Background: an optimization exercise with open tools, aiming at small area and a short achievable clock period. Do not read the settings as production practice.
Only simulation tests tie the RTL to the original design; equivalence was not proved.
No activity file was given, so power comes from the tool's default toggle rates.

// mult_unit
module mult_unit (
    input  logic        clock,
    input  logic        reset,
    input  logic        start,
    input  logic [31:0] rs1,
    input  logic [31:0] rs2,
    input  logic [2:0]  func,
    input  logic [5:0]  dest_tag_in,
    input  logic        cdb_taken,
    input  logic        branch_mispredict,
    output logic [5:0]  dest_tag_out,
    output logic [31:0] result,
    output logic        done,
    output logic        full
);
clock: 9.5 ns
lec_check: 0
abc_area: 1
cap_margin: 20
core_margin: 2
core_utilization: 40
cts_buf_list: sky130_fd_sc_hd__clkbuf_4 sky130_fd_sc_hd__clkbuf_8
place_density: 0.6
setup_slack_margin: 5
slew_margin: 20
tns_end_percent: 0
standard.sh (not shown) runs the stock make flow with config.mk's settings and CLKGATE_MAP_FILE= SYNTH_SCRIPT=/design/flow/synth_recipe.tcl, a recipe that flattens the netlist after the stock synthesis.
==> flow/flow/run.sh <==
#!/bin/bash
# The standard layout, with the port buffers made of sky130_fd_sc_hd__buf_2
# cells (every input and output port still gets its own buffer).
set -euo pipefail
export BUFFER_PORTS_ARGS="-buffer_cell sky130_fd_sc_hd__buf_2"
bash standard.sh > standard.log 2>&1
Then changed:
==> flow/run.sh (new file) <==
#!/bin/bash
# synth_recipe.tcl (not shown) runs the flow's synth.tcl, then flattens the netlist and writes it again
# the make line also repeats each setting of config.mk as NAME=value (left out here)
make -C /OpenROAD-flow-scripts/flow DESIGN_CONFIG=/design/flow/config.mk WORK_HOME=/design/flow/orfs CLKGATE_MAP_FILE= SYNTH_SCRIPT=/design/flow/synth_recipe.tcl finish
Settings changed: CTS_BUF_LIST sky130_fd_sc_hd__clkbuf_4 sky130_fd_sc_hd__clkbuf_8 to unset.
removed: flow/flow/run.sh
removed: flow/standard.sh
Result:
- utilization went up by 0.43 points
- wire length drops by a few percent
- via count shrinks slightly
- power goes up slightly
- first-iteration DRC count went down by a few percent
- global-route usage fell by 0.54 points
- setup slack degrades by 79 ps
- clock skew barely changes
- design area climbs slightly
- critical path depth went up by 1
- die area does not change
Then changed:
Settings changed: CORE_UTILIZATION 40 to 50, CTS_BUF_LIST set to sky130_fd_sc_hd__clkbuf_4 sky130_fd_sc_hd__clkbuf_8.
What happened:
- synthesized cell count stays the same
- power went down by 1.3%
- worst setup slack degrades by 71 ps
- cell area went down by 0.57%
- wire length went up by 7.4%
- via count went up by 2.5%
- die area went down by 20%
- worst hold slack improves by 7.0 ps
Then changed:
Settings changed: CORE_UTILIZATION 50 to 40.
Utilization decreases by 11 points.
Die area came out higher by a quarter to a third.
Hold slack degrades by 35 ps.
Total power came out higher slightly.
Clock skew came out higher by 6.2 ps.
Routed wire length came out lower by a few percent.
Non-clock buffer count went up by 7.
Then changed:
Settings changed: SLEW_MARGIN 20 to 60.
The new run passed the timing, design-rule and antenna checks.
Area after synthesis stays the same.
Hold slack gains 27 ps.
First-iteration DRC count falls by a few percent.
Final area rises slightly.
Die area does not change.
Global-route usage falls by 0.25 points.

mult_unit again, from the RTL that the note above started with.
Settings: LEC_CHECK=0, ABC_AREA=1, CAP_MARGIN=20, CORE_MARGIN=2, CORE_UTILIZATION=45, CTS_BUF_LIST=sky130_fd_sc_hd__clkbuf_4 sky130_fd_sc_hd__clkbuf_8, PLACE_DENSITY=0.6, SETUP_SLACK_MARGIN=5, SLEW_MARGIN=20, TNS_END_PERCENT=0; clock period 9.5 ns.
==> flow/flow/run.sh <==
#!/bin/bash
# The standard layout, with the port buffers made of sky130_fd_sc_hd__buf_2
# cells (every input and output port still gets its own buffer).
set -euo pipefail
export BUFFER_PORTS_ARGS="-buffer_cell sky130_fd_sc_hd__buf_2"
bash standard.sh > standard.log 2>&1
Next try:
==> flow/flow/run.sh (replaced) <==
#!/bin/bash
# The standard layout, with two changes:
#  - the port buffers are sky130_fd_sc_hd__buf_2 cells (every input and
#    output port still gets its own buffer);
#  - timing repair aims at 5 ns of setup slack from clock tree synthesis on,
#    but not during floorplanning (no sizing before placement).
set -euo pipefail
export BUFFER_PORTS_ARGS="-buffer_cell sky130_fd_sc_hd__buf_2"
SETUP_SLACK_MARGIN=0 bash standard.sh floorplan > standard_floorplan.log 2>&1
SETUP_SLACK_MARGIN=5 bash standard.sh > standard_finish.log 2>&1
Settings changed: CORE_UTILIZATION 45 to 40, SETUP_SLACK_MARGIN 5 to not set.
Outcome: The new run finished clean. Final cell count rose by a few percent. Core utilization falls by 5.7 points. Worst hold slack is better by 4.6 ps. Cell area climbs slightly. Wire length went up slightly. Global-route usage fell by 3.4 points. Critical path depth goes up by 5. Area after synthesis does not change. Flip-flop and latch count is unchanged. Power hardly moves. Clock-buffer cell count falls by 5.

mult_unit, a different RTL version from the one above (not shown whole).
For scale: about 3,300 cells after synthesis.
clock: 9.5 ns
lec_check: 0
abc_area: 1
cap_margin: 20
core_margin: 2
core_utilization: 40
cts_buf_list: sky130_fd_sc_hd__clkbuf_4 sky130_fd_sc_hd__clkbuf_8
place_density: 0.6
setup_slack_margin: 5
slew_margin: 20
tns_end_percent: 0
==> flow/flow/run.sh <==
#!/bin/bash
# The standard layout, with the port buffers made of sky130_fd_sc_hd__buf_2
# cells (every input and output port still gets its own buffer).
set -euo pipefail
export BUFFER_PORTS_ARGS="-buffer_cell sky130_fd_sc_hd__buf_2"
bash standard.sh > standard.log 2>&1
The starting point finished clean.
Then changed:
==> flow/run.sh (new file) <==
#!/bin/bash
# synth_recipe.tcl (not shown) runs the flow's synth.tcl, then flattens the netlist and writes it again
# the make line also repeats each setting of config.mk as NAME=value (left out here)
make -C /OpenROAD-flow-scripts/flow DESIGN_CONFIG=/design/flow/config.mk WORK_HOME=/design/flow/orfs CLKGATE_MAP_FILE= SYNTH_SCRIPT=/design/flow/synth_recipe.tcl finish
removed: flow/flow/run.sh
removed: flow/standard.sh
Critical path depth is higher by 1.
Total power is higher slightly.
Die area stays the same.
Cell count is about the same.
Non-clock buffer count is higher by 12.
First-iteration DRC count is lower by a few percent.
Routed wire length is lower by a few percent.
Sequential cell count is unchanged.
Clock-buffer cell count is lower by 7.
Hold slack is worse by 4.8 ps.
Global-route usage is lower by 1.1 points.
Then changed:
==> flow/flow/run.sh (new file) <==
#!/bin/bash
# The standard layout, with two changes:
#  - the port buffers are sky130_fd_sc_hd__buf_2 cells (every input and
#    output port still gets its own buffer);
#  - timing repair aims at 5 ns of setup slack from clock tree synthesis on,
#    but not during floorplanning (no sizing before placement).
set -euo pipefail
export BUFFER_PORTS_ARGS="-buffer_cell sky130_fd_sc_hd__buf_2"
SETUP_SLACK_MARGIN=0 bash standard.sh floorplan > standard_floorplan.log 2>&1
SETUP_SLACK_MARGIN=5 bash standard.sh > standard_finish.log 2>&1
==> flow/standard.sh (new file) <==
#!/bin/bash
# synth_recipe.tcl (not shown) runs the flow's synth.tcl, then flattens the netlist and writes it again
# the make line also repeats each setting of config.mk as NAME=value (left out here)
make -C /OpenROAD-flow-scripts/flow DESIGN_CONFIG=/design/flow/config.mk WORK_HOME=/design/flow/orfs CLKGATE_MAP_FILE= SYNTH_SCRIPT=/design/flow/synth_recipe.tcl "${@:-finish}"
SETUP_SLACK_MARGIN = default   (was 5)
removed: flow/run.sh
Non-clock buffer count came out lower by 33. Wire length came out higher by 1.7%. Cell area came out lower by 2.0%. Synthesized cell count does not change. Power hardly moves. Global-route usage came out higher by 0.48 points. Worst setup slack gets worse by 79 ps. Maximum frequency came out lower by 1.6%.

## port drivers added, routing unchanged
The results above use ideal ports. As a check the final layouts listed here were re-extracted and re-timed, cells and wires unchanged. Step 1: set_driving_cell puts a clkbuf_16 on clock and a buf_2 on each other input, an assumption about the parent block. Step 2 adds t to the input delays and takes it off the output delays; t is the mean of the earliest and latest rising clock arrival at the registers after step 1. Input paths then give back, and output paths get back, about the clock's delay inside the block. Three values: ideal ports, drivers, drivers and shift; two values: the first two.
run	t (ns)	slack for setup (ns)	worst setup path after step 2
the first run of note 1	0.731	4.912 / 4.912 / 4.912	register to register
the second run of note 1	0.647	4.833 / 4.833 / 4.819	input to register
the third run of note 1	0.759	4.761 / 4.761 / 4.708	input to register
the fourth run of note 1	0.722	4.943 / 4.921 / 4.840	input to register
the fifth run of note 1	0.734	4.966 / 4.966 / 4.934	input to register
the first run of note 2	0.758	4.909 / 4.909 / 4.909	register to register
the second run of note 2	0.726	4.925 / 4.925 / 4.925	register to register
the first run of note 3	0.726	4.887 / 4.887 / 4.749	input to register
the second run of note 3	0.738	4.753 / 4.753 / 4.233	input to register
the third run of note 3	0.736	4.674 / 4.674 / 4.674	register to register
After both steps every run listed still meets setup and hold. The setup slack of the second run of note 3, which loses most, moves by 0.000 ns with the drivers and by -0.520 ns with both steps.
